What follows belongs to an exercise in optimizing a design on an open flow for small area and a short achievable clock period; a production flow would make more cautious choices. At most, simulation tests tie the RTL to the original design; equivalence was not proved. For run 6, only the layout was checked, not whether the RTL still works. Power is estimated from default activity; no workload was simulated.

==> design/flow/design.v <==
module SPI_SLAVE (
    input  wire       CLK,
    input  wire       rst_n,
    input  wire       MOSI,
    input  wire       SS_n,
    input  wire       tx_valid,
    input  wire       tx_bit,      
    output wire [2:0] tx_idx,
    output reg        MISO,
    output reg  [9:0] rx_data,
    output wire       rx_valid
);
    localparam IDLE      = 3'b000;
    localparam CHK_CMD   = 3'b001;
    localparam WRITE     = 3'b010;
    localparam READ_ADDR = 3'b011;
    localparam READ_DATA = 3'b100;
    reg       read_flag;
    reg [3:0] ser_cnt;
    reg [2:0] CS;
    reg [2:0] NS;
    always @(posedge CLK, negedge rst_n) begin
        if (!rst_n) CS <= IDLE;
        else        CS <= NS;
    end
    always @(*) begin
        case (CS)
        IDLE      : NS = SS_n ? IDLE : CHK_CMD;
        CHK_CMD   : NS = SS_n ? IDLE : (!MOSI ? WRITE : (read_flag ? READ_DATA : READ_ADDR));
        WRITE     : NS = SS_n ? IDLE : WRITE;
        READ_ADDR : NS = SS_n ? IDLE : READ_ADDR;
        READ_DATA : NS = SS_n ? IDLE : READ_DATA;
        default   : NS = IDLE;
        endcase
    end
    always @(posedge CLK, negedge rst_n) begin
        if (!rst_n)                read_flag <= 1'b0;
        else if (CS == READ_ADDR)  read_flag <= 1'b1;
        else if (CS == READ_DATA)  read_flag <= 1'b0;
    end
    wire rx_rec_en = (CS == WRITE) || (CS == READ_ADDR) || (CS == READ_DATA && !tx_valid);
    wire tx_ser_en = (CS == READ_DATA) && tx_valid;
    always @(posedge CLK)
        rx_data <= {rx_data[8:0], MOSI};
    always @(posedge CLK, negedge rst_n) begin
        if (!rst_n) begin
            ser_cnt <= 4'b0;
            MISO    <= 1'b0;
        end
        else if (rx_rec_en && ser_cnt != 4'd10) begin
            ser_cnt <= ser_cnt + 1'b1;
        end
        else if (tx_ser_en && ser_cnt != 4'd8) begin
            MISO    <= tx_bit;
            ser_cnt <= ser_cnt + 1'b1;
        end
        else begin
            ser_cnt <= 4'b0;
        end
    end
    assign tx_idx   = ~ser_cnt[2:0];
    assign rx_valid = (ser_cnt == 4'd10);
endmodule
module RAM (
    input  wire       CLK,
    input  wire       rst_n,
    input  wire [9:0] din,
    input  wire       rx_valid,
    input  wire [2:0] tx_idx,
    output reg        tx_valid,
    output wire       tx_bit
);
    integer r, p;
    reg [2:0] ph;
    always @(posedge CLK)
        case (ph)
        3'd0: ph <= 3'd1;
        3'd1: ph <= 3'd2;
        3'd2: ph <= 3'd3;
        3'd3: ph <= 3'd4;
        3'd4: ph <= 3'd5;
        3'd5: ph <= 3'd6;
        3'd6: ph <= 3'd7;
        3'd7: ph <= 3'd0;
        default: ph <= 3'd0;
        endcase
    reg [7:0] address;
    reg       zflag;
    always @(posedge CLK)
        if (rx_valid && !din[8]) address <= din[7:0];
    always @(posedge CLK, negedge rst_n) begin
        if (!rst_n) begin
            zflag    <= 1'b1;
            tx_valid <= 1'b0;
        end
        else if (rx_valid) begin
            if (!din[8]) zflag <= 1'b0;
            tx_valid <= din[9] & din[8];
        end
    end
    wire [7:0] raddr = zflag ? 8'd0 : address;
    reg [7:0] wdata;
    reg       wact;
    reg [2:0] wcnt;
    reg       wz;
    wire      wload = rx_valid && din[9:8] == 2'b01;
    always @(posedge CLK) begin
        if (wload) begin
            wdata <= din[7:0];
            wact  <= 1'b1;
            wcnt  <= 3'd0;
            wz    <= zflag;
        end
        else begin
            if (wcnt == 3'd7) wact <= 1'b0;
            wcnt <= wcnt + 1'b1;
        end
    end
    wire [7:0] waddr = wz ? 8'd0 : address;
    wire       wbit  = wdata[~ph];
    reg [2047:0] mem;
    always @(posedge CLK)
        for (r = 0; r < 256; r = r + 1) begin
            for (p = 1; p < 8; p = p + 1)
                mem[8*r+p] <= mem[8*r+p-1];
            mem[8*r] <= (wact && waddr == r) ? wbit : mem[8*r+7];
        end
    reg [15:0] m1;
    always @(posedge CLK)
        for (r = 0; r < 16; r = r + 1)
            m1[r] <= mem[8*(16*r + raddr[3:0])];
    reg [7:0] S;
    always @(posedge CLK)
        S <= {S[6:2], m1[raddr[7:4]], S[0], S[7]};
    assign tx_bit = S[ph + tx_idx];
endmodule
module SPI_Wrapper (
    input  wire CLK,
    input  wire rst_n,
    input  wire SS_n,
    input  wire MOSI,
    output wire MISO
);
    wire [9:0] rx_data;
    wire [2:0] tx_idx;
    wire       rx_valid;
    wire       tx_valid;
    wire       tx_bit;
    SPI_SLAVE SLAVE (
        .CLK(CLK),
        .rst_n(rst_n),
        .SS_n(SS_n),
        .MOSI(MOSI),
        .tx_valid(tx_valid),
        .tx_bit(tx_bit),
        .tx_idx(tx_idx),
        .MISO(MISO),
        .rx_data(rx_data),
        .rx_valid(rx_valid)
    );
    RAM RAM (
        .CLK(CLK),
        .rst_n(rst_n),
        .din(rx_data),
        .rx_valid(rx_valid),
        .tx_idx(tx_idx),
        .tx_valid(tx_valid),
        .tx_bit(tx_bit)
    );
endmodule
==> design/flow/run.sh <==
#!/bin/bash
# synth_recipe.tcl (not shown) runs the flow's synth.tcl, then flattens the netlist and writes it again
# the make line also repeats each setting of config.mk as NAME=value (left out here)
make -C /OpenROAD-flow-scripts/flow DESIGN_CONFIG=/design/flow/config.mk WORK_HOME=/design/flow/orfs CLKGATE_MAP_FILE= SYNTH_SCRIPT=/design/flow/synth_recipe.tcl finish
==> design/flow/config.mk <==
export PLATFORM = sky130hd
export DESIGN_NAME = SPI_Wrapper
export DESIGN_NICKNAME = SPI_Wrapper
export VERILOG_FILES = /design/flow/design.v
export SDC_FILE = /design/flow/constraint.sdc
export NUM_CORES = 4
export LEC_CHECK = 0
export CAP_MARGIN = 40
export CORE_MARGIN = 2
export CORE_UTILIZATION = 40
export SETUP_SLACK_MARGIN = 0.4
export SLEW_MARGIN = 40
==> design/flow/constraint.sdc <==
create_clock -name core_clock -period 4.0 [get_ports {CLK}]
set_input_delay 0.8000 -clock core_clock [delete_from_list [all_inputs] [get_ports {CLK}]]
set_output_delay 0.8000 -clock core_clock [all_outputs]
set_load 0.01 [all_outputs]
==> results by group, run 1 <==
Run status
  – Status: finished clean

Worst setup path
  – Max incr delay on CP: 0.95 ns
  – Crit-path cells: nand2b_2 > mux2_2 > o21ai_0 > a31oi_1
  – CP max FO: 28
  – Setup CP Type: reg2reg
  – Slowest CP cell: dfstp_2
  – Worst Setup End Kind: register
  – CP Launch Type: register
  – Crit path DAT: 3.61 ns
  – WP buf/inv: 0
  – Worst EP required: 4.59 ns
  – CP top delay family: flip-flops

Routing
  – WL per Instance: 17.17 um
  – TritonRoute pass-1 iters: 7
  – Routed Antenna Nets: 0
  – Residual DRC: 0
  – Starting DRT DRC Count: 1,385
  – Wirelength, routed: 87,000 um
  – Vias/cell: 4.469
  – Via count: 22,650

Pwr
  – P per Cell Area: 680.6 nW/um2
  – Lkg Pwr: 0.02263 uW
  – Final Power: 39,530 uW
  – Peak VDD IR: 0.4887 mV

Die
  – Chip Height: 355.8 um
  – Die width: 355.8 um
  – Row cnt: 129
  – I/O pins: 5
  – Core Area: 123,300 um2
  – Initial core utilization: 40.15%
  – Die footprint: 126,600 um2

Yosys
  – Yosys cell types: 51
  – Mapped Avg Cell Area: 15.48 um2
  – Synthesized area: 49,510 um2
  – Gate Count Post-Synth: 3,199
  – Most instantiated library cell after synthesis: dfxtp_1
  – Async SR Flop Fraction: 0.5196%
  – Sequential area share after synthesis: 86.06%
  – Synth cell count leaders: dfxtp_1 (2,089), a21oi_1 (291), a31oi_1 (289), clkbuf_1 (91), buf_2 (70)
  – Post-synth top flop: dfxtp_1
  – Synth area leader: dfxtp_1
  – YS warnings: 2
  – Top cells by area, synth: dfxtp_1 (84%), a31oi_1 (3.7%), a21oi_1 (2.9%)
  – Synthesized flop and latch total: 2,117
  – Syn nets: 3,214
  – Post-synth EDFFs: 17
  – Yosys top cell area share: 84.47%

Clock tree
  – CTS tree: done
  – H-tree levels: 4
  – Inserted Clock Buffers: 188
  – Root buffer cell: clkbuf_16
  – Post-CTS Setup Bufs: 0
  – Clk sinks: 2,117
  – Worst-Skew Late Latency: 0.76 ns
  – Clock transition at the registers of the reported paths: 0.06 ns
  – Clock buffer depth: 3
  – Post-CTS sizing: 0
  – Hold buffers post-CTS: 0

Timing
  – Hold Fails Final Rpt: 0
  – Period utilization: 75.49%
  – Min Tclk post-route: 3.020 ns
  – Setup Skew: 0.03775 ns
  – Max-slew violation count: 0
  – Unrepaired setup endpoints after global routing: no
  – Normalized max-slew margin: 43.16%
  – Measured slew at the worst slew-check pin: 0.8525 ns
  – Fmax: 0.3312 GHz
  – Final Setup Violations: 0
  – Final Hold Slack: 0.2940 ns
  – TNS Setup: 0 ns

Place
  – Number of port buffers: 4
  – Final HPWL DP: 50,100 um
  – DP Cell Count: 4,729
  – GPL Wtd Cong: 0.7576

Global routing
  – First-pass GRT wire length: 132,700 um
  – Overflow after GRT: 0
  – Antenna violations before repair: 1
  – Vias in the first global route: 21,720
  – Pin count of the biggest net entering global routing: 73
  – Total track usage: 13.84%

Finish
  – Nets: 3,298
  – # diodes: 0
  – Layout cell share with drive strength beyond 1: 13.44%
  – Area growth from synthesis to layout: 17.31%
  – Non-Filler Instances: 5,068

Flow run
  – Max Cap Viol: 0

Hold path
  – Hold WC Path Type: reg2reg
[logic make-up (layout without fill, tap and decap cells)]
kind of cell    after synthesis  in the layout  synth area share, %
fa+ha+maj                    11             11               0.2932
compound gates              644            644                7.531
simple gates                135            135                1.605
buf+inv                     177            409                1.527
xor+xnor                      4              4              0.07078
mux                         111            111                2.911
flops                      2117           2117                86.06
[power by group]
part | internal, uW | switching, uW | total [uW] | leakage, uW
combinational | 26.9 | 25.4 | 52.3 | 0.00229
sequential | 21100 | 18.2 | 21100 | 0.0171
clock | 10900 | 7470 | 18300 | 0.00321
total | 32000 | 7510 | 39500 | 0.0226
[cells in the final DEF, fill, tap and decap left out, types with 22 or more instances in the layout]
cell	Yosys	layout
clkbuf_8	0	41
a31oi_1	289	289
clkbuf_16	0	193
nand2b_1	25	22
mux4_2	23	23
buf_4	1	50
o21ai_0	34	34
a21oi_1	291	291
mux2i_1	54	53
dfxtp_1	2089	2089
mux2_2	30	30
clkinv_2	0	31
clkbuf_1	91	33
[worst register-to-register path: cells and delay by family, from the launching register on]
family	cells	cell delay (ns)
AO/OA/AOI/OAI	2	0.80
AND/OR/NAND/NOR	1	0.68
flip-flops	1	0.95
multiplexers	1	0.43
[flip-flops by register name, summed over array words and instances (netlist names)]
signal	cells
RAM.wz	1
SLAVE.rx_data	10
SLAVE.read_flag	1
RAM.m1	16
RAM.tx_valid	1
RAM.ph	3
SLAVE.ser_cnt	4
RAM.zflag	1
SLAVE.CS	3
RAM.wdata	8
RAM.S	8
RAM.address	8
RAM.wact	1
RAM.wcnt	3
SLAVE.MISO	1
RAM.mem	2048
[layout make-up]
cell class	count	area [um2]
inverter	10	37.54
tap	1637	2048
clock inverter	71	987.2
clock buffer	267	5518
fill	10550	65240
sequential	2117	42610
timing repair buffer	61	570.5
multi-input combinational	905	6309
[routing by layer]
metal | part of all wire, % | track usage, % | vias to the layer above
li1 | - | - | 11070
met1 | 50 | 20.17 | 10950
met2 | 43 | 20.39 | 466
met3 | 4.8 | 2.883 | 163
met4 | 2.4 | 4.759 | 0
met5 | 0 | 0 | -
[worst paths after layout]
kind / start / end / slack, ns / depth (start not counted)
max in group asynchronous: rst_n / SLAVE.read_flag / 3.17 / 1
worst max register to register: RAM.zflag / RAM.m1[14] / 0.98 / 4
min in group asynchronous: rst_n / SLAVE.CS[0] / 0.43 / 1
worst max-delay path: RAM.zflag / RAM.m1[14] / 0.98 / 4
worst min-delay path: RAM.mem[1877] / RAM.mem[1878] / 0.29 / 0
worst min register to register: RAM.mem[1877] / RAM.mem[1878] / 0.29 / 0
[stage by stage]
step / worst slack (ns) / util (%) / area, um2
floorplan: 1.864 / - / 49510
global placement: 1.012 / 41.77 / 51510
detailed placement: 0.9541 / 41.80 / 51540
CTS: 0.9357 / 47.07 / 58050
global route: 0.9348 / 47.10 / 58080
finish: 0.9803 / 47.10 / 58080
==> run 2, diff against run 1 <==
--- a/design/flow/config.mk
+++ b/design/flow/config.mk
@@ -8,5 +8,5 @@
 export CAP_MARGIN = 40
 export CORE_MARGIN = 2
 export CORE_UTILIZATION = 40
-export SETUP_SLACK_MARGIN = 0.4
+export SETUP_SLACK_MARGIN = 2.0
 export SLEW_MARGIN = 40
==> run 2 against run 1 <==
Largest cell class unchanged. Highest routed layer unchanged. Design area grew 3.6%. Die area is the same. Synthesized cell count is the same. Sequential cell count is the same. Register-to-register slack gained 0.93 ns. Sequential power is essentially flat.
==> results by group, run 2 <==
Global routing
  – Total track usage: 14.80% (+0.96 points)
  – First-pass GRT wire length: 140,400 um (+5.8%)
  – Pin count of the biggest net entering global routing: 39 (-47%)
  – Vias in the first global route: 22,340 (+2.8%)
  – Antenna violations before repair: 1 (unchanged)
  – Overflow after GRT: 0 (unchanged)

Hold path
  – Hold WC Path Type: reg2reg
  – Hold Path Depth: 0 (unchanged)

Clock tree
  – Inserted Clock Buffers: 184 (-2.1%)
  – CTS tree: done
  – Clk sinks: 2,117 (unchanged)
  – Clock buffer depth: 3 (unchanged)
  – Worst-Skew Late Latency: 0.78 ns (+0.02 ns)
  – H-tree levels: 4 (unchanged)
  – Hold buffers post-CTS: 0 (unchanged)
  – Root buffer cell: clkbuf_16
  – Clock transition at the registers of the reported paths: 0.07 ns (about the same)

Worst setup path
  – Critical R2R Launch: RAM.zflag
  – Most used cell, CP: buf_12
  – Crit path DAT: 2.71 ns (-0.90 ns)
  – Slowest CP cell: dfstp_2
  – Max incr delay on CP: 0.57 ns (-0.38 ns)
  – Crit-path cells: and2b_4 > buf_12 > buf_12 > mux4_2 > a221oi_4 > a31oi_1
  – CP top delay family: flip-flops
  – Critical Path Sink: RAM.m1[9]
  – Cell depth of the worst flop-to-flop path: 6 (+2)
  – CP max FO: 6 (-79%)
  – Setup CP Type: reg2reg
  – Worst Setup End Kind: register
  – Critical path depth in cells: 6 (+2)
  – Worst R2R End: RAM.m1[9]
  – CP startpoint: RAM.zflag
  – WP buf/inv: 2 (+2)
  – CP Launch Type: register
  – Worst EP required: 4.62 ns (+0.03 ns)
  – Reg-to-reg slack, setup: 1.91 ns (+0.93 ns)

Finish
  – Most common cell after layout, fill and taps aside: dfxtp_1
  – Non-Filler Instances: 5,189 (+2.4%)
  – Most flops, register: RAM.mem
  – Most frequent cells in the layout: dfxtp_1 (2,088), a21oi_1 (282), a31oi_1 (281)
  – Layout cell share with drive strength beyond 1: 17.72% (+4.3 points)
  – Biggest regs: RAM.mem x2048, RAM.m1 x16, SLAVE.rx_data x10
  – Nets: 3,410 (+3.4%)
  – Max reg flops: 2,048 (unchanged)
  – Area growth from synthesis to layout: 21.59%

Die
  – I/O pins: 5 (unchanged)
  – Initial core utilization: 40.15% (unchanged)
  – Chip Height: 355.8 um (unchanged)
  – Core Area: 123,300 um2 (unchanged)
  – Row cnt: 129 (unchanged)
  – Die width: 355.8 um (unchanged)
  – Die footprint: 126,600 um2 (unchanged)

Yosys
  – Sequential area share after synthesis: 86.06% (unchanged)
  – Top cells by area, synth: dfxtp_1 (84%), a31oi_1 (3.7%), a21oi_1 (2.9%)
  – YS warnings: 2 (unchanged)
  – Synth cell count leaders: dfxtp_1 (2,089), a21oi_1 (291), a31oi_1 (289), clkbuf_1 (91), buf_2 (70)
  – Mapped Avg Cell Area: 15.48 um2 (unchanged)
  – Synthesized flop and latch total: 2,117 (unchanged)
  – Async SR Flop Fraction: 0.5196% (unchanged)
  – Post-synth top flop: dfxtp_1
  – Synth area leader: dfxtp_1
  – Post-synth EDFFs: 17 (unchanged)
  – Synthesized area: 49,510 um2 (unchanged)
  – Syn nets: 3,214 (unchanged)
  – Gate Count Post-Synth: 3,199 (unchanged)
  – Most instantiated library cell after synthesis: dfxtp_1
  – Yosys top cell area share: 84.47% (unchanged)
  – Yosys cell types: 51 (unchanged)

Timing
  – Setup Skew: 0.03352 ns (-0.004233 ns)
  – Fmax: 0.4794 GHz (+45%)
  – Min Tclk post-route: 2.086 ns (-0.9337 ns)
  – Unrepaired setup endpoints after global routing: yes
  – Normalized max-slew margin: 56.38% (+13 points)
  – Final Hold Slack: 0.3025 ns (+0.008507 ns)
  – Measured slew at the worst slew-check pin: 0.6543 ns (-0.1983 ns)
  – Max-slew violation count: 0 (unchanged)
  – Final Setup Violations: 0 (unchanged)
  – Setup slack after layout: 1.914 ns (+0.9337 ns)
  – Hold Fails Final Rpt: 0 (unchanged)
  – Period utilization: 52.15% (-23 points)
  – TNS Setup: 0 ns (unchanged)

Place
  – GPL Wtd Cong: 0.7471 (-1.4%)
  – Number of port buffers: 4 (unchanged)
  – Final HPWL DP: 48,470 um (-3.3%)
  – DP Cell Count: 4,726 (-0.063%)
  – Pre-CTS setup slack: 1.084 ns (+0.1297 ns)

Pwr
  – Peak VDD IR: 0.4565 mV (-6.6%)
  – Final Power: 39,230 uW (-0.76%)
  – Lkg Pwr: 0.02354 uW (+4.0%)
  – P per Cell Area: 651.7 nW/um2 (-4.3%)

Routing
  – Starting DRT DRC Count: 1,650 (+19%)
  – TritonRoute pass-1 iters: 7 (unchanged)
  – Vias/cell: 4.563 (+2.1%)
  – Via count: 23,680 (+4.5%)
  – WL per Instance: 19.07 um (+11%)
  – Residual DRC: 0 (unchanged)
  – Wirelength, routed: 98,970 um (+14%)
  – Routed Antenna Nets: 0 (unchanged)

Flow run
  – Max Cap Viol: 0 (unchanged)

Run status
  – Status: finished clean
## run 2: cells by family after synthesis
kind of cell / Yosys count / share of synthesized area [%]
AO/OA/AOI/OAI: 644 / 7.531
adder cells (fa/ha/maj): 11 / 0.2932
XOR/XNOR: 4 / 0.07078
flip-flops: 2117 / 86.06
buffers and inverters: 177 / 1.527
AND/OR/NAND/NOR: 135 / 1.605
multiplexers: 111 / 2.911
## run 2: power by group
group          internal (uW)  switching [uW]  leakage (uW)
Clock                  10400            7600       0.00315
Sequential             21100            17.3        0.0171
Combinational           30.0            28.1       0.00325
## run 2: through the flow
| stage | cell area [um2] | utilization (%) |
|---|---|---|
| after CTS | 59340 | 48.12 |
| after floorplan | 49510 | - |
| final | 60200 | 48.82 |
| after detailed placement | 51550 | 41.80 |
| after global placement | 51460 | 41.73 |
| after global routing | 60190 | 48.81 |
## run 2: area by class of cell
cell class	count	area, um2
fillers	10330	63120
flip-flops and latches	2117	42610
multi-input cells	908	6728
clock buffers	262	5425
repair buffers	174	2407
well taps	1637	2048
clock inverters	79	934.6
inverters	10	37.54
diodes	2	5.005
## run 2: timing repair
action | in CTS | in global routing
setup buffers | 66 | 22
resized for setup | 102 | 64
setup endpoints to repair | 283 | 225
gates cloned | 16 | 16
pin swaps | 18 | 19
## run 2: metal layers
metal | global-route usage [%] | wire, um | share of wire (%)
met1 | 21.15 | 48130 | 49
met2 | 22.12 | 42980 | 43
met3 | 3.216 | 5144 | 5.2
met4 | 5.274 | 2718 | 2.7
met5 | 0 | 0 | 0
## run 2: how the worst min path moves through the flow
stage | start | endpoint | slack [ns]
after global placement | RAM.mem[770] | RAM.mem[771] | 0.31
after global routing | RAM.mem[294] | RAM.mem[295] | 0.31
final | RAM.mem[1570] | RAM.mem[1571] | 0.30
after floorplan | RAM.mem[1001] | RAM.mem[1002] | 0.31
after CTS | RAM.mem[294] | RAM.mem[295] | 0.30
after detailed placement | RAM.mem[142] | RAM.mem[143] | 0.31
==> run 3, diff against run 2 <==
--- a/design/flow/config.mk
+++ b/design/flow/config.mk
@@ -8,5 +8,8 @@
 export CAP_MARGIN = 40
 export CORE_MARGIN = 2
 export CORE_UTILIZATION = 40
-export SETUP_SLACK_MARGIN = 2.0
+export CTS_BUF_LIST = sky130_fd_sc_hd__clkbuf_8
+export CTS_CLUSTER_DIAMETER = 60
+export CTS_CLUSTER_SIZE = 20
+export SETUP_SLACK_MARGIN = 0.4
 export SLEW_MARGIN = 40
==> run 3 against run 2 <==
Still clean on timing, DRC and antenna. Setup slack worse by 0.94 ns. Clock power down 51%. Clock skew increased by 0.0036 ns. Synthesized cell count did not move. Design area fell by 11%. Wire length decreased by 15%. Power is 23% lower. Maximum frequency fell by 31%. Largest cell class unchanged. Largest power group unchanged.
==> results by group, run 3 <==
Finish
  – Nets: 3,230 (-5.3%)
  – Area growth from synthesis to layout: 8.077%
  – Most common cell after layout, fill and taps aside: dfxtp_1
  – Layout cell share with drive strength beyond 1: 9.231% (-8.5 points)
  – Most frequent cells in the layout: dfxtp_1 (2,089), a21oi_1 (291), a31oi_1 (289)
  – Max reg flops: 2,048 (unchanged)
  – Biggest regs: RAM.mem x2048, RAM.m1 x16, SLAVE.rx_data x10
  – Fin util: 43.39% (-5.4 points)
  – Most flops, register: RAM.mem

Pwr
  – Lkg Pwr: 0.02042 uW (-13%)
  – P_sw: 5982 uW (-22%)
  – P per Cell Area: 562.2 nW/um2 (-14%)
  – Combinational Power Share: 0.2% (about the same)
  – Clock power frac: 29.6% (-16 points)
  – Peak VDD IR: 0.4009 mV (-12%)
  – Sequential power share: 70.2% (+16 points)
  – P_int: 24,100 uW (-24%)
  – Switching share of power: 19.88% (+0.39 points)

Hold path
  – Hold WC Path Type: reg2reg
  – Endpoint, Worst Hold: RAM.mem[1700]
  – Hold path start: RAM.mem[1699]
  – Hold Path Depth: 0 (unchanged)

Yosys
  – Mapped Avg Cell Area: 15.48 um2 (unchanged)
  – Synth area leader: dfxtp_1
  – Syn nets: 3,214 (unchanged)
  – Async SR Flop Fraction: 0.5196% (unchanged)
  – Synth cell count leaders: dfxtp_1 (2,089), a21oi_1 (291), a31oi_1 (289), clkbuf_1 (91), buf_2 (70)
  – Synthesized flop and latch total: 2,117 (unchanged)
  – Gate Count Post-Synth: 3,199 (unchanged)
  – Post-synth EDFFs: 17 (unchanged)
  – Sequential area share after synthesis: 86.06% (unchanged)
  – YS warnings: 2 (unchanged)
  – Synthesized area: 49,510 um2 (unchanged)
  – Post-synth top flop: dfxtp_1
  – Yosys top cell area share: 84.47% (unchanged)
  – Yosys cell types: 51 (unchanged)
  – Top cells by area, synth: dfxtp_1 (84%), a31oi_1 (3.7%), a21oi_1 (2.9%)
  – Most instantiated library cell after synthesis: dfxtp_1

Routing
  – Max layer used: met4
  – Via count: 21,840 (-7.8%)
  – WL per Instance: 17.31 um (-9.3%)
  – Residual DRC: 0 (unchanged)
  – Met2 WL post-DR: 35,590 um (-17%)
  – Met3 WL post-DR: 3325 um (-35%)
  – Routed Antenna Nets: 0 (unchanged)
  – Vias/cell: 4.478 (-1.9%)
  – Starting DRT DRC Count: 1,353 (-18%)
  – Wirelength, routed: 84,400 um (-15%)
  – Met1 WL: 43,430 um (-9.7%)
  – TritonRoute pass-1 iters: 5 (-2)

Clock tree
  – Post-CTS sizing: 0 (-100%)
  – Clock buffer depth: 3 (unchanged)
  – Clk sinks: 2,117 (unchanged)
  – Inserted Clock Buffers: 120 (-35%)
  – CTS tree: done
  – Hold buffers post-CTS: 0 (unchanged)
  – Worst-Skew Late Latency: 0.82 ns (+0.04 ns)
  – Post-CTS Setup Bufs: 0 (-100%)
  – H-tree levels: 3 (-1)
  – Root buffer cell: clkbuf_8
  – Clock transition at the registers of the reported paths: 0.12 ns (+0.05 ns)

Die
  – Die footprint: 126,600 um2 (unchanged)
  – Die width: 355.8 um (unchanged)
  – Core Area: 123,300 um2 (unchanged)
  – Initial core utilization: 40.15% (unchanged)
  – Row cnt: 129 (unchanged)
  – I/O pins: 5 (unchanged)
  – Chip Height: 355.8 um (unchanged)

Worst setup path
  – Worst EP required: 4.66 ns (+0.04 ns)
  – Reg-to-reg slack, setup: 0.97 ns (-0.94 ns)
  – CP max FO: 28 (+22)
  – Critical R2R Launch: RAM.zflag
  – Worst Setup End Kind: register
  – CP Launch Type: register
  – Worst R2R End: RAM.m1[14]
  – Crit path DAT: 3.69 ns (+0.98 ns)
  – Cell depth of the worst flop-to-flop path: 4 (-2)
  – Max incr delay on CP: 0.99 ns (+0.42 ns)
  – Setup CP Type: reg2reg
  – Slowest CP cell: dfstp_2
  – Crit-path cells: nand2b_2 > mux2_2 > o21ai_0 > a31oi_1

Timing
  – Fmax: 0.3302 GHz (-31%)
  – Hold Fails Final Rpt: 0 (unchanged)
  – Min Tclk post-route: 3.028 ns (+0.9420 ns)
  – Final Setup Violations: 0 (unchanged)
  – TNS Setup: 0 ns (unchanged)
  – Unrepaired setup endpoints after global routing: no
  – Max-slew violation count: 0 (unchanged)
  – Measured slew at the worst slew-check pin: 0.8449 ns (+0.1906 ns)
  – Normalized max-slew margin: 43.67% (-13 points)
  – Setup Skew: 0.03713 ns (+0.003612 ns)
  – Period utilization: 75.70% (+24 points)

Global routing
  – Total track usage: 13.35% (-1.5 points)
  – Vias in the first global route: 20,740 (-7.2%)
  – Pin count of the biggest net entering global routing: 73 (+87%)
  – Antenna violations before repair: 1 (unchanged)
  – Overflow after GRT: 0 (unchanged)
  – First-pass GRT wire length: 128,400 um (-8.6%)

Run status
  – Status: finished clean

Place
  – GPL Wtd Cong: 0.7576 (+1.4%)
  – Final HPWL DP: 50,100 um (+3.4%)
  – Number of port buffers: 4 (unchanged)

Flow run
  – Max Cap Viol: 0 (unchanged)
[run 3: final cells by class]
class	count	area [um2]
diodes	1	2.502
clock buffers	122	1679
clock inverters	24	252.7
fillers	10970	69810
inverters	10	37.54
multi-input cells	905	6309
flip-flops and latches	2117	42610
well taps	1637	2048
repair buffers	61	570.5
[run 3: critical path: cells and delay by family, from the launching register on]
kind,cells,cell delay (ns)
AOI/OAI and AO/OA,2,0.79
DFF,1,0.99
muxes,1,0.41
and+or+nand+nor,1,0.68
[run 3: metrics by stage]
stage / cell area [um2] / hold WS (ns) / worst slack, ns / power [uW] / cells
after floorplan: 49510 / 0.3096 / 1.864 / 21650 / 3199
after global placement: 51510 / 0.3096 / 1.012 / 21660 / 4728
after detailed placement: 51540 / 0.3121 / 0.9541 / 21670 / 4729
after CTS: 53480 / 0.2939 / 0.9294 / 30410 / 4875
after global routing: 53510 / 0.3174 / 0.9046 / 31170 / 4877
final: 53510 / 0.3099 / 0.9719 / 30080 / 4877
[run 3: metal layers]
| layer | vias to the layer above | global-route usage [%] |
|---|---|---|
| li1 | 10770 | - |
| met1 | 10540 | 19.89 |
| met2 | 386 | 19.82 |
| met3 | 143 | 2.197 |
| met4 | 0 | 4.084 |
| met5 | - | 0 |
[run 3: worst max-delay path by stage]
stage                     startpoint           end  slack, ns
global placement           RAM.zflag     RAM.m1[7]       1.01
finish                     RAM.zflag    RAM.m1[14]       0.97
global route               RAM.zflag    RAM.m1[14]       0.90
CTS                        RAM.zflag    RAM.m1[14]       0.93
floorplan           SLAVE.ser_cnt[0]  RAM.wdata[0]       1.86
detailed placement         RAM.zflag    RAM.m1[14]       0.95
[run 3: kinds of logic (layout without fill, tap and decap cells)]
| logic type | after synthesis | count (layout) | share of synthesized area [%] |
|---|---|---|---|
| adders and majority gates | 11 | 11 | 0.2932 |
| AOI/OAI and AO/OA | 644 | 644 | 7.531 |
| DFF | 2117 | 2117 | 86.06 |
| buffers and inverters | 177 | 217 | 1.527 |
| muxes | 111 | 111 | 2.911 |
| and+or+nand+nor | 135 | 135 | 1.605 |
| xor gates and xnor gates | 4 | 4 | 0.07078 |
| other | 0 | 1 | 0 |
[run 3: power groups by stage]
stage | Combinational (uW) | Sequential (uW) | Clock (uW)
after floorplan | 39.5 | 21600 | 0
after global placement | 52.2 | 21600 | 0
after detailed placement | 53.3 | 21600 | 0
after CTS | 53.8 | 21100 | 9220
after global routing | 59.7 | 21100 | 9970
final | 52.1 | 21100 | 8900
==> run 4, diff against run 3 <==
--- a/design/flow/config.mk
+++ b/design/flow/config.mk
@@ -8,8 +8,8 @@
 export CAP_MARGIN = 40
 export CORE_MARGIN = 2
 export CORE_UTILIZATION = 40
-export CTS_BUF_LIST = sky130_fd_sc_hd__clkbuf_8
-export CTS_CLUSTER_DIAMETER = 60
-export CTS_CLUSTER_SIZE = 20
+export CTS_BUF_LIST = sky130_fd_sc_hd__clkbuf_16
+export CTS_CLUSTER_DIAMETER = 80
+export CTS_CLUSTER_SIZE = 30
 export SETUP_SLACK_MARGIN = 0.4
 export SLEW_MARGIN = 40
==> run 4 against run 3 <==
Critical path type unchanged. Clock skew is 0.0073 ns lower. Core utilization is 0.24 points higher. Largest power group unchanged. Still clean. Global-route usage is 0.083 points lower. First-iteration DRC count is 8.9% higher. Register-to-register slack hardly changed. Die area stayed put.
==> results by group, run 4 <==
Run status
  – Status: finished clean

Yosys
  – Yosys top cell area share: 84.47% (unchanged)
  – Syn nets: 3,214 (unchanged)
  – Gate Count Post-Synth: 3,199 (unchanged)
  – Post-Synth Simple-Gate Area: 1.605% (unchanged)
  – Compound-gate portion of the synthesized area: 7.531% (unchanged)
  – Post-synth EDFFs: 17 (unchanged)
  – Synth area leader: dfxtp_1
  – Synthesized flop and latch total: 2,117 (unchanged)
  – Adder-Cell Fraction of Synth Area: 0.2932% (unchanged)
  – Largest family of logic cells by synthesized area: compound AO/OA/AOI/OAI gates
  – Synthesized area: 49,510 um2 (unchanged)
  – Top cells by area, synth: dfxtp_1 (84%), a31oi_1 (3.7%), a21oi_1 (2.9%)
  – Yosys cell types: 51 (unchanged)
  – Most instantiated library cell after synthesis: dfxtp_1
  – Mux share of post-synthesis cell area: 2.911% (unchanged)
  – Sequential area share after synthesis: 86.06% (unchanged)
  – Async SR Flop Fraction: 0.5196% (unchanged)
  – Xor/xnor share of the synthesized area: 0.07076% (unchanged)
  – Mapped Avg Cell Area: 15.48 um2 (unchanged)
  – Synth cell count leaders: dfxtp_1 (2,089), a21oi_1 (291), a31oi_1 (289), clkbuf_1 (91), buf_2 (70)
  – Post-synth top flop: dfxtp_1
  – YS warnings: 2 (unchanged)

Worst setup path
  – Worst EP required: 4.53 ns (-0.13 ns)
  – Setup CP Type: reg2reg
  – CP startpoint: RAM.zflag
  – CP Launch Type: register
  – CP top delay family: flip-flops
  – Crit path DAT: 3.55 ns (-0.14 ns)
  – CP max FO: 28 (unchanged)
  – WP buf/inv: 0 (unchanged)
  – Max incr delay on CP: 0.99 ns (about the same)
  – Slowest CP cell: dfstp_2
  – Critical R2R Launch: RAM.zflag
  – Worst Setup End Kind: register
  – Crit-path cells: nand2b_2 > mux2_2 > o21ai_0 > a31oi_1

Timing
  – Hold Fails Final Rpt: 0 (unchanged)
  – Fmax: 0.3312 GHz (+0.29%)
  – Max-slew violation count: 0 (unchanged)
  – TNS Setup: 0 ns (unchanged)
  – Setup Skew: 0.02982 ns (-0.007307 ns)
  – Normalized max-slew margin: 43.30% (-0.38 points)
  – Final Hold Slack: 0.3074 ns (-0.002498 ns)
  – Period utilization: 75.48% (-0.22 points)
  – Setup slack after layout: 0.9807 ns (+0.008768 ns)
  – Measured slew at the worst slew-check pin: 0.8505 ns (+0.005650 ns)
  – Final Setup Violations: 0 (unchanged)
  – Unrepaired setup endpoints after global routing: no
  – Min Tclk post-route: 3.019 ns (-0.008768 ns)

Pwr
  – P per Cell Area: 574.2 nW/um2 (+2.1%)
  – Peak VDD IR: 0.4540 mV (+13%)
  – Final Power: 30,890 uW (+2.7%)
  – Lkg Pwr: 0.02052 uW (+0.49%)

Clock tree
  – Worst-Skew Late Latency: 0.70 ns (-0.12 ns)
  – Clk sinks: 2,117 (unchanged)
  – Clock buffer depth: 3 (unchanged)
  – Hold buffers post-CTS: 0 (unchanged)
  – H-tree levels: 3 (unchanged)
  – Clock transition at the registers of the reported paths: 0.11 ns (about the same)
  – Post-CTS Setup Bufs: 0 (unchanged)
  – Post-CTS sizing: 0 (unchanged)
  – Inserted Clock Buffers: 81 (-33%)
  – CTS tree: done
  – Root buffer cell: clkbuf_16

Global routing
  – Pin count of the biggest net entering global routing: 73 (unchanged)
  – Total track usage: 13.26% (-0.083 points)
  – Antenna violations before repair: 1 (unchanged)
  – Vias in the first global route: 20,350 (-1.9%)
  – Overflow after GRT: 0 (unchanged)
  – First-pass GRT wire length: 127,200 um (-0.94%)

Finish
  – Biggest regs: RAM.mem x2048, RAM.m1 x16, SLAVE.rx_data x10
  – Most frequent cells in the layout: dfxtp_1 (2,089), a21oi_1 (291), a31oi_1 (289)
  – Area of the multi-input gates: 6309 um2 (unchanged)
  – Most flops, register: RAM.mem
  – Area growth from synthesis to layout: 8.669%
  – Nets: 3,191 (-1.2%)
  – Storage element area: 42,610 um2 (unchanged)
  – Layout cell share with drive strength beyond 1: 7.832% (-1.4 points)
  – Number of fill cells in the layout: 10,930 (-0.44%)
  – Most common cell after layout, fill and taps aside: dfxtp_1
  – # diodes: 0 (-1)
  – Max reg flops: 2,048 (unchanged)

Routing
  – TritonRoute pass-1 iters: 5 (unchanged)
  – Residual DRC: 0 (unchanged)
  – Vias/cell: 4.484 (+0.13%)
  – Via count: 21,650 (-0.85%)
  – Starting DRT DRC Count: 1,473 (+8.9%)
  – Wirelength, routed: 83,780 um (-0.74%)
  – Routed Antenna Nets: 0 (unchanged)
  – WL per Instance: 17.35 um (+0.25%)

Die
  – I/O pins: 5 (unchanged)
  – Core Area: 123,300 um2 (unchanged)
  – Die width: 355.8 um (unchanged)
  – Chip Height: 355.8 um (unchanged)
  – Row cnt: 129 (unchanged)
  – Initial core utilization: 40.15% (unchanged)
  – Die footprint: 126,600 um2 (unchanged)

Hold path
  – Hold WC Path Type: reg2reg
  – Hold path start: RAM.mem[893]

Flow run
  – Max Cap Viol: 0 (unchanged)

Place
  – Number of port buffers: 4 (unchanged)
  – Final HPWL DP: 50,100 um (unchanged)
  – Pre-CTS setup slack: 0.9541 ns (unchanged)
  – GPL Wtd Cong: 0.7576 (unchanged)
==> run 4: cell types whose count changed in the layout (fill, tap and decap cells not counted), sizes merged <==
cell | previous run | this run
bufinv | 2 | 0
clkbuf | 122 | 83
clkinvlp | 3 | 1
diode | 1 | 0
inv | 20 | 16
==> run 4: logic make-up (layout without fill, tap and decap cells) <==
group,after synthesis,after routing
DFF,2117,2117
AOI/OAI and AO/OA,644,644
buffers and inverters,177,170
and+or+nand+nor,135,135
muxes,111,111
adders and majority gates,11,11
xor gates and xnor gates,4,4
==> run 4: per-stage QoR <==
stage / util [%] / std cells / area, um2
floorplan: - / 3199 / 49510
global placement: 41.77 / 4728 / 51510
detailed placement: 41.80 / 4729 / 51540
CTS: 43.61 / 4828 / 53770
global route: 43.63 / 4829 / 53800
finish: 43.63 / 4829 / 53800
==> run 4: worst paths after layout <==
kind	end	slack, ns	cells after the start
worst max-delay path	RAM.m1[14]	0.98	4
worst min-delay path	RAM.mem[894]	0.31	0
worst max register to register	RAM.m1[14]	0.98	4
worst min register to register	RAM.mem[894]	0.31	0
max in group asynchronous	SLAVE.CS[1]	3.12	1
min in group asynchronous	SLAVE.CS[0]	0.47	1
==> run 4: layout make-up <==
class / count / area share, %
Clock inverter: 16 / 0.2791
Sequential cell: 2117 / 79.20
Multi-Input combinational cell: 905 / 11.73
Timing Repair Buffer: 61 / 1.061
Clock buffer: 83 / 3.861
Tap cell: 1637 / 3.807
Inverter: 10 / 0.06977
==> run 4: metal layers <==
metal  part of all wire (%)  GRT usage [%]
met5                  0.011              0
met4                    2.9          4.549
met3                    4.1          2.054
met2                     42          19.45
met1                     51          19.88
==> run 4: worst register-to-register path: stages (launching register included) <==
cell      delay, ns
dfstp_2        0.99
nand2b_2       0.69
mux2_2         0.42
o21ai_0        0.60
a31oi_1        0.18
==> run 4: report_power, final <==
group | switching (uW) | total, uW | internal, uW | leakage, uW
Sequential | 18.1 | 21100 | 21100 | 0.0171
Combinational | 25.4 | 52.3 | 26.8 | 0.00229
Clock | 5900 | 9710 | 3820 | 0.00110
==> run 5, diff against run 4 <==
--- a/design/flow/config.mk
+++ b/design/flow/config.mk
@@ -11,5 +11,5 @@
 export CTS_BUF_LIST = sky130_fd_sc_hd__clkbuf_16
 export CTS_CLUSTER_DIAMETER = 80
 export CTS_CLUSTER_SIZE = 30
-export SETUP_SLACK_MARGIN = 0.4
+export SETUP_SLACK_MARGIN = 2.0
 export SLEW_MARGIN = 40
==> run 5 against run 4 <==
Synthesized area unchanged. Maximum frequency grew 44%. Still clean on timing, DRC and antenna. Sequential cell count unchanged. Highest routed layer unchanged. Clock skew shrank 0.0040 ns. Wire length rose by 10%. Clock power increased by 0.7%. Power up 0.25%. Core utilization up 1.5 points.
==> results by group, run 5 <==
Run status
  – Status: finished clean

Global routing
  – Pin count of the biggest net entering global routing: 40 (-45%)
  – Vias in the first global route: 20,880 (+2.6%)
  – Antenna violations before repair: 2 (+1)
  – Overflow after GRT: 0 (unchanged)
  – Total track usage: 14.05% (+0.79 points)
  – First-pass GRT wire length: 133,100 um (+4.7%)

Die
  – Die footprint: 126,600 um2 (unchanged)
  – Core Area: 123,300 um2 (unchanged)
  – Chip Height: 355.8 um (unchanged)
  – Initial core utilization: 40.15% (unchanged)
  – Row cnt: 129 (unchanged)
  – I/O pins: 5 (unchanged)
  – Die width: 355.8 um (unchanged)

Finish
  – Most flops, register: RAM.mem
  – Max reg flops: 2,048 (unchanged)
  – Storage element area: 42,610 um2 (about the same)
  – Final Cell Area: 55,670 um2 (+3.5%)
  – Non-Filler Instances: 4,917 (+1.8%)
  – Area growth from synthesis to layout: 12.46%
  – # diodes: 0 (unchanged)
  – Most common cell after layout, fill and taps aside: dfxtp_1
  – Area of the multi-input gates: 6680 um2 (+5.9%)
  – Biggest regs: RAM.mem x2048, RAM.m1 x16, SLAVE.rx_data x10
  – Layout cell share with drive strength beyond 1: 11.86% (+4.0 points)
  – Most frequent cells in the layout: dfxtp_1 (2,088), a31oi_1 (285), a21oi_1 (276)
  – Number of fill cells in the layout: 10,760 (-1.5%)
  – Nets: 3,280 (+2.8%)

Yosys
  – Post-synth top flop: dfxtp_1
  – Synth area leader: dfxtp_1
  – Top cells by area, synth: dfxtp_1 (84%), a31oi_1 (3.7%), a21oi_1 (2.9%)
  – Synthesized area: 49,510 um2 (unchanged)
  – Yosys cell types: 51 (unchanged)
  – Post-synth EDFFs: 17 (unchanged)
  – Syn nets: 3,214 (unchanged)
  – Most instantiated library cell after synthesis: dfxtp_1
  – Synth cell count leaders: dfxtp_1 (2,089), a21oi_1 (291), a31oi_1 (289), clkbuf_1 (91), buf_2 (70)
  – Synthesized flop and latch total: 2,117 (unchanged)
  – Gate Count Post-Synth: 3,199 (unchanged)
  – Mapped Avg Cell Area: 15.48 um2 (unchanged)
  – YS warnings: 2 (unchanged)
  – Sequential area share after synthesis: 86.06% (unchanged)
  – Async SR Flop Fraction: 0.5196% (unchanged)
  – Yosys top cell area share: 84.47% (unchanged)

Clock tree
  – H-tree levels: 3 (unchanged)
  – Root buffer cell: clkbuf_16
  – Hold buffers post-CTS: 0 (unchanged)
  – Clk sinks: 2,117 (unchanged)
  – Clock transition at the registers of the reported paths: 0.11 ns (about the same)
  – CTS tree: done
  – Inserted Clock Buffers: 81 (unchanged)
  – Clock buffer depth: 3 (unchanged)
  – Worst-Skew Late Latency: 0.68 ns (-0.02 ns)

Timing
  – Unrepaired setup endpoints after global routing: yes
  – TNS Setup: 0 ns (unchanged)
  – Final Setup Violations: 0 (unchanged)
  – Period utilization: 52.39% (-23 points)
  – Hold Fails Final Rpt: 0 (unchanged)
  – Measured slew at the worst slew-check pin: 0.6598 ns (-0.1907 ns)
  – Max-slew violation count: 0 (unchanged)
  – Fmax: 0.4772 GHz (+44%)
  – Setup Skew: 0.02579 ns (-0.004029 ns)
  – Normalized max-slew margin: 56.01% (+13 points)
  – Final Hold Slack: 0.3236 ns (+0.01621 ns)
  – Min Tclk post-route: 2.096 ns (-0.9236 ns)

Worst setup path
  – Crit-path cells: and2b_4 > buf_12 > mux4_2 > a221oi_4 > a31oi_1
  – Setup CP Type: reg2reg
  – CP Launch Type: register
  – Worst EP required: 4.52 ns (about the same)
  – CP max FO: 6 (-79%)
  – WP buf/inv: 1 (+1)
  – Worst Setup End Kind: register
  – Max incr delay on CP: 0.59 ns (-0.40 ns)
  – Crit path DAT: 2.61 ns (-0.94 ns)
  – CP top delay family: flip-flops
  – Slowest CP cell: dfstp_2

Routing
  – Residual DRC: 0 (unchanged)
  – TritonRoute pass-1 iters: 5 (unchanged)
  – Via count: 22,320 (+3.1%)
  – Vias/cell: 4.540 (+1.3%)
  – Routed Antenna Nets: 0 (unchanged)
  – WL per Instance: 18.81 um (+8.4%)
  – Wirelength, routed: 92,490 um (+10%)
  – Starting DRT DRC Count: 1,606 (+9.0%)

Pwr
  – Lkg Pwr: 0.02131 uW (+3.8%)
  – Final Power: 30,970 uW (+0.25%)
  – Peak VDD IR: 0.3479 mV (-23%)
  – P per Cell Area: 556.2 nW/um2 (-3.1%)

Flow run
  – Max Cap Viol: 0 (unchanged)

Hold path
  – Hold WC Path Type: reg2reg

Place
  – Final HPWL DP: 48,470 um (-3.3%)
  – Number of port buffers: 4 (unchanged)
  – Post-DP Area: 51,550 um2 (about the same)
  – DP Cell Count: 4,726 (-0.063%)
  – GPL Wtd Cong: 0.7471 (-1.4%)
run 5: cell types whose count changed in the layout (fill, tap and decap cells not counted), moves of 6 or more:
cell,before,now
a21oi_1,291,276
a21oi_2,0,14
a221oi_1,17,4
a221oi_2,0,11
buf_12,5,29
buf_16,2,13
buf_4,50,66
buf_6,0,19
buf_8,0,6
clkbuf_16,83,93
o21ai_0,33,18
o21ai_1,2,11
o21ai_2,0,6
run 5: power by group:
group	switching [uW]	total, uW	leakage (uW)	internal [uW]
combinational	28.0	58.0	0.00307	30.0
sequential	17.5	21100	0.0171	21100
clock	5900	9780	0.00111	3880
total	5950	31000	0.0213	25000
run 5: worst paths after layout:
| check | start | endpoint | slack [ns] | cells past startpoint |
|---|---|---|---|---|
| worst max-delay path | RAM.zflag | RAM.m1[11] | 1.90 | 5 |
| worst min-delay path | RAM.mem[261] | RAM.mem[262] | 0.32 | 0 |
| worst max register to register | RAM.zflag | RAM.m1[11] | 1.90 | 5 |
| worst min register to register | RAM.mem[261] | RAM.mem[262] | 0.32 | 0 |
| max in group asynchronous | rst_n | RAM.tx_valid | 3.13 | 1 |
| min in group asynchronous | rst_n | SLAVE.CS[0] | 0.49 | 1 |
run 5: cell families (layout without fill, tap and decap cells):
| logic type | after synthesis | in the layout | synth area share (%) |
|---|---|---|---|
| simple gates | 135 | 137 | 1.605 |
| mux | 111 | 111 | 2.911 |
| fa+ha+maj | 11 | 11 | 0.2932 |
| xor+xnor | 4 | 4 | 0.07078 |
| buf+inv | 177 | 256 | 1.527 |
| compound gates | 644 | 644 | 7.531 |
| flops | 2117 | 2117 | 86.06 |
run 5: metrics by stage:
step | worst slack, ns | utilization, %
3_5_place_dp | 1.084 | 41.80
3_3_place_gp | 0.8786 | 41.73
6_report | 1.904 | 45.15
5_1_grt | 1.861 | 45.15
2_1_floorplan | 2.100 | -
4_1_cts | 1.917 | 44.65
run 5: timing repair:
action,in CTS,in global routing
gates resized for setup,95,74
setup endpoints to repair,283,226
cloned,13,8
setup buffers,61,11
pin swaps,22,14
run 5: final cells by class:
type	count	share of cell area, %
well taps	1637	3.679
clock buffers	85	3.820
clock inverters	13	0.1798
repair buffers	148	3.719
flip-flops and latches	2117	76.54
multi-input cells	907	12.00
inverters	10	0.06742
run 5: per-layer routing:
| layer | vias to the layer above | global-route usage [%] | wire [um] |
|---|---|---|---|
| met3 | 155 | 2.622 | 4376 |
| met4 | 2 | 4.920 | 2906 |
| met1 | 10850 | 20.32 | 45800 |
| met5 | - | 0 | 14 |
| li1 | 10890 | - | - |
| met2 | 428 | 21.07 | 39400 |
run 5: worst reg2reg max path, stage by stage (launching register included):
cell and delay, ns:
dfstp_2 0.59, and2b_4 0.23, buf_12 0.15, mux4_2 0.47, a221oi_4 0.40, a31oi_1 0.09
==> run 6, diff against run 5 <==
--- a/design/flow/design.v
+++ b/design/flow/design.v
@@ -85,39 +85,36 @@
         default: ph <= 3'd0;
         endcase
     reg [7:0] address;
-    reg       zflag;
-    always @(posedge CLK)
-        if (rx_valid && !din[8]) address <= din[7:0];
     always @(posedge CLK, negedge rst_n) begin
         if (!rst_n) begin
-            zflag    <= 1'b1;
+            address  <= 8'b0;
             tx_valid <= 1'b0;
         end
         else if (rx_valid) begin
-            if (!din[8]) zflag <= 1'b0;
+            if (!din[8]) address <= din[7:0];
             tx_valid <= din[9] & din[8];
         end
     end
-    wire [7:0] raddr = zflag ? 8'd0 : address;
     reg [7:0] wdata;
+    reg [7:0] waddr;
     reg       wact;
     reg [2:0] wcnt;
-    reg       wz;
+    reg       wbit;
     wire      wload = rx_valid && din[9:8] == 2'b01;
     always @(posedge CLK) begin
         if (wload) begin
             wdata <= din[7:0];
+            waddr <= address;
             wact  <= 1'b1;
             wcnt  <= 3'd0;
-            wz    <= zflag;
         end
         else begin
             if (wcnt == 3'd7) wact <= 1'b0;
             wcnt <= wcnt + 1'b1;
         end
     end
-    wire [7:0] waddr = wz ? 8'd0 : address;
-    wire       wbit  = wdata[~ph];
+    always @(posedge CLK)
+        wbit <= wload ? din[~(ph + 3'd1)] : wdata[~(ph + 3'd1)];
     reg [2047:0] mem;
     always @(posedge CLK)
         for (r = 0; r < 256; r = r + 1) begin
@@ -128,10 +125,10 @@
     reg [15:0] m1;
     always @(posedge CLK)
         for (r = 0; r < 16; r = r + 1)
-            m1[r] <= mem[8*(16*r + raddr[3:0])];
+            m1[r] <= mem[8*(16*r + address[3:0])];
     reg [7:0] S;
     always @(posedge CLK)
-        S <= {S[6:2], m1[raddr[7:4]], S[0], S[7]};
+        S <= {S[6:2], m1[address[7:4]], S[0], S[7]};
     assign tx_bit = S[ph + tx_idx];
 endmodule
 module SPI_Wrapper (
==> run 6 against run 5 <==
Via count is 12% lower. Sequential power barely moved. Global-route usage is 1.6 points lower. Worst hold slack worse by 0.27 ns. Critical path type unchanged. Sequential cell count up 7. Largest power group unchanged. Maximum frequency is 1.2% higher. Die area grew 1.1%. Power up 1.2%.
==> results by group, run 6 <==
Yosys
  – Syn nets: 2,979 (-7.3%)
  – Synthesized area: 50,070 um2 (+1.1%)
  – Post-synth EDFFs: 16 (-1)
  – Yosys top cell area share: 83.56% (-0.91 points)
  – Synthesized flop and latch total: 2,124 (+0.33%)
  – Yosys cell types: 45 (-12%)
  – Mapped Avg Cell Area: 16.89 um2 (+9.2%)
  – Top cells by area, synth: dfxtp_1 (84%), mux2_2 (5.7%), mux4_2 (4.0%)
  – Synth area leader: dfxtp_1
  – Synth cell count leaders: dfxtp_1 (2,090), mux2_2 (254), nor2_1 (215), mux4_2 (90), nand2_1 (88)
  – YS warnings: 2 (unchanged)
  – Gate Count Post-Synth: 2,964 (-7.3%)
  – Sequential area share after synthesis: 85.42% (-0.64 points)
  – Most instantiated library cell after synthesis: dfxtp_1
  – Post-synth top flop: dfxtp_1
  – Async SR Flop Fraction: 0.8475% (+0.33 points)

Timing
  – Min Tclk post-route: 2.072 ns (-0.02403 ns)
  – Max-slew violation count: 0 (unchanged)
  – Unrepaired setup endpoints after global routing: yes
  – Hold Fails Final Rpt: 0 (unchanged)
  – Setup Skew: 0.03556 ns (+0.009770 ns)
  – TNS Setup: 0 ns (unchanged)
  – Final Hold Slack: 0.05036 ns (-0.2732 ns)
  – Final Setup Violations: 0 (unchanged)
  – Period utilization: 51.79% (-0.60 points)
  – Measured slew at the worst slew-check pin: 0.6912 ns (+0.03137 ns)
  – Fmax: 0.4827 GHz (+1.2%)
  – Normalized max-slew margin: 53.92% (-2.1 points)

Pwr
  – Peak VDD IR: 0.3374 mV (-3.0%)
  – Lkg Pwr: 0.02154 uW (+1.1%)
  – P per Cell Area: 565.0 nW/um2 (+1.6%)

Worst setup path
  – Worst R2R End: RAM.m1[5]
  – CP Launch Type: register
  – CP max FO: 5 (-1)
  – Crit path DAT: 2.62 ns (about the same)
  – Cell depth of the worst flop-to-flop path: 4 (-1)
  – Reg-to-reg slack, setup: 1.93 ns (+0.02 ns)
  – Setup CP Type: reg2reg
  – Worst EP required: 4.54 ns (+0.02 ns)
  – Critical R2R Launch: RAM.address[0]
  – Worst Setup End Kind: register

Finish
  – Most flops, register: RAM.mem
  – Max reg flops: 2,048 (unchanged)
  – Most common cell after layout, fill and taps aside: dfxtp_1
  – Area growth from synthesis to layout: 10.81%
  – Biggest regs: RAM.mem x2048, RAM.m1 x16, SLAVE.rx_data x10
  – Nets: 3,054 (-6.9%)
  – Most frequent cells in the layout: dfxtp_1 (2,088), mux2_2 (254), nor2_1 (208)
  – Layout cell share with drive strength beyond 1: 19.35% (+7.5 points)

Global routing
  – Total track usage: 12.47% (-1.6 points)
  – Pin count of the biggest net entering global routing: 84 (+110%)
  – First-pass GRT wire length: 119,500 um (-10%)
  – Vias in the first global route: 18,830 (-9.8%)
  – Antenna violations before repair: 1 (-1)
  – Overflow after GRT: 0 (unchanged)

Place
  – Number of port buffers: 4 (unchanged)
  – GPL Wtd Cong: 0.7164 (-4.1%)
  – Final HPWL DP: 45,990 um (-5.1%)

Routing
  – Vias/cell: 4.170 (-8.2%)
  – Wirelength, routed: 80,120 um (-13%)
  – Starting DRT DRC Count: 1,188 (-26%)
  – TritonRoute pass-1 iters: 4 (-1)
  – Residual DRC: 0 (unchanged)
  – Routed Antenna Nets: 0 (unchanged)
  – Via count: 19,590 (-12%)
  – WL per Instance: 17.06 um (-9.3%)

Flow run
  – Max Cap Viol: 0 (unchanged)

Clock tree
  – Clock transition at the registers of the reported paths: 0.11 ns (about the same)
  – H-tree levels: 3 (unchanged)
  – Clk sinks: 2,124 (+0.33%)
  – Worst-Skew Late Latency: 0.69 ns (about the same)
  – Hold buffers post-CTS: 0 (unchanged)
  – Inserted Clock Buffers: 82 (+1.2%)
  – Root buffer cell: clkbuf_16
  – Clock buffer depth: 3 (unchanged)
  – CTS tree: done

Die
  – Row cnt: 129 (unchanged)
  – Initial core utilization: 40.39% (+0.25 points)
  – I/O pins: 5 (unchanged)
  – Die width: 357.8 um (+0.56%)
  – Core Area: 124,000 um2 (+0.52%)
  – Die footprint: 128,000 um2 (+1.1%)
  – Chip Height: 357.8 um (+0.56%)

Run status
  – Status: finished clean

Hold path
  – Hold WC Path Type: in2async
-- run 6: cell count changes in the layout (fill, tap and decap cells not counted), moves of 49 or more --
cell,change
nand2_1,+49
a31oi_1,-284
mux2_2,+224
a21oi_1,-274
mux4_2,+67
nor2_1,+198
-- run 6: logic make-up after synthesis --
group	share of synthesized area, %
multiplexers	10.20
AO/OA/AOI/OAI	0.1574
buffers and inverters	0.8746
adder cells (fa/ha/maj)	0.2899
flip-flops	85.42
XOR/XNOR	0.08747
AND/OR/NAND/NOR	2.974
-- run 6: worst max-delay path, stage by stage (launching register included) --
cell and delay [ns]:
dfrtp_4 0.53, buf_12 0.16, buf_12 0.13, mux4_2 0.59, mux4_2 0.51
-- run 6: per-layer routing --
layer	GRT usage [%]	routed length [um]	vias up
li1	-	-	9687
met1	18.73	41220	9592
met2	18.64	34230	202
met3	2.051	2965	105
met4	3.297	1706	0
met5	0	0	-
-- run 6: how the worst max path moves through the flow --
stage,cells past startpoint,slack [ns],start,to
finish,4,1.93,RAM.address[0],RAM.m1[5]
global route,4,1.89,RAM.address[0],RAM.m1[5]
CTS,3,1.90,RAM.address[1],RAM.m1[11]
detailed placement,3,1.41,RAM.address[0],RAM.m1[7]
global placement,4,1.29,RAM.waddr[0],RAM.mem[1328]
floorplan,6,1.76,SLAVE.ser_cnt[0],RAM.wbit
-- run 6: power breakdown --
part           internal [uW]  switching (uW)
registers              21200            23.5
logic                   38.4            42.6
clock network           4120            5950
-- run 6: area by class of cell --
type / instances / area, um2
Clock inverter: 15 / 136.4
Antenna cell: 1 / 2.502
Fill cell: 10720 / 68470
Clock buffer: 89 / 2227
Timing Repair Buffer: 80 / 977.2
Multi-Input combinational cell: 742 / 7269
Sequential cell: 2124 / 42790
Inverter: 9 / 33.78
Tap cell: 1637 / 2048
-- run 6: timing repair --
action,in CTS,in global routing
resized for setup,66,39
pin swaps,6,6
setup buffers,37,13
setup endpoints to repair,283,210
cloned,2,4
endpoints found under the hold margin,0,0
-- run 6: through the flow --
| step | instance area (um2) | util [%] | power, uW | cells | setup slack (ns) |
|---|---|---|---|---|---|
| after floorplan | 50080 | - | 21740 | 2964 | 1.762 |
| after global placement | 51970 | 41.92 | 21760 | 4534 | 1.294 |
| after detailed placement | 52040 | 41.99 | 21760 | 4536 | 1.408 |
| after CTS | 55100 | 44.45 | 31660 | 4679 | 1.900 |
| after global routing | 55480 | 44.76 | 32450 | 4696 | 1.894 |
| final | 55480 | 44.76 | 31350 | 4697 | 1.928 |

separate check: timing with driven ports:
How much do the figures lean on ideal ports? The routed layouts below were timed once more, with nothing changed but the port constraints.
Step 1 (the two cells are an assumption about what drives the block):
set clk [get_ports {CLK}]
set_driving_cell -lib_cell sky130_fd_sc_hd__clkbuf_16 $clk
set_driving_cell -lib_cell sky130_fd_sc_hd__buf_2 [delete_from_list [all_inputs] $clk]
Step 2, shift: input delay + t, output delay - t, t = (earliest + latest rising clock arrival at the registers) / 2. This alone moves slack from input paths to output paths.
Slacks: no drivers / after step 1 / after step 2; pairs: no drivers / after step 1.
run	t (ns)	setup slack, ns	worst hold slack (ns)	worst data-port slew with drivers (ns)
run 1	0.818	0.980 / 0.980 / 0.980	0.294 / 0.294 / 0.294	0.03
run 2	0.835	1.914 / 1.844 / 1.914	0.303 / 0.303 / 0.303	0.03
run 3	0.869	0.972 / 0.972 / 0.972	0.310 / 0.310 / 0.310	0.03
run 4	0.756	0.981 / 0.981 / 0.981	0.307 / 0.307 / 0.307	0.03
run 5	0.746	1.904 / 1.904 / 1.904	0.324 / 0.324 / 0.324	0.03
run 6	0.739	1.928 / 1.925 / 1.928	0.050 / 0.005 / 0.313	0.03
After both steps setup and hold are still met in every run listed.
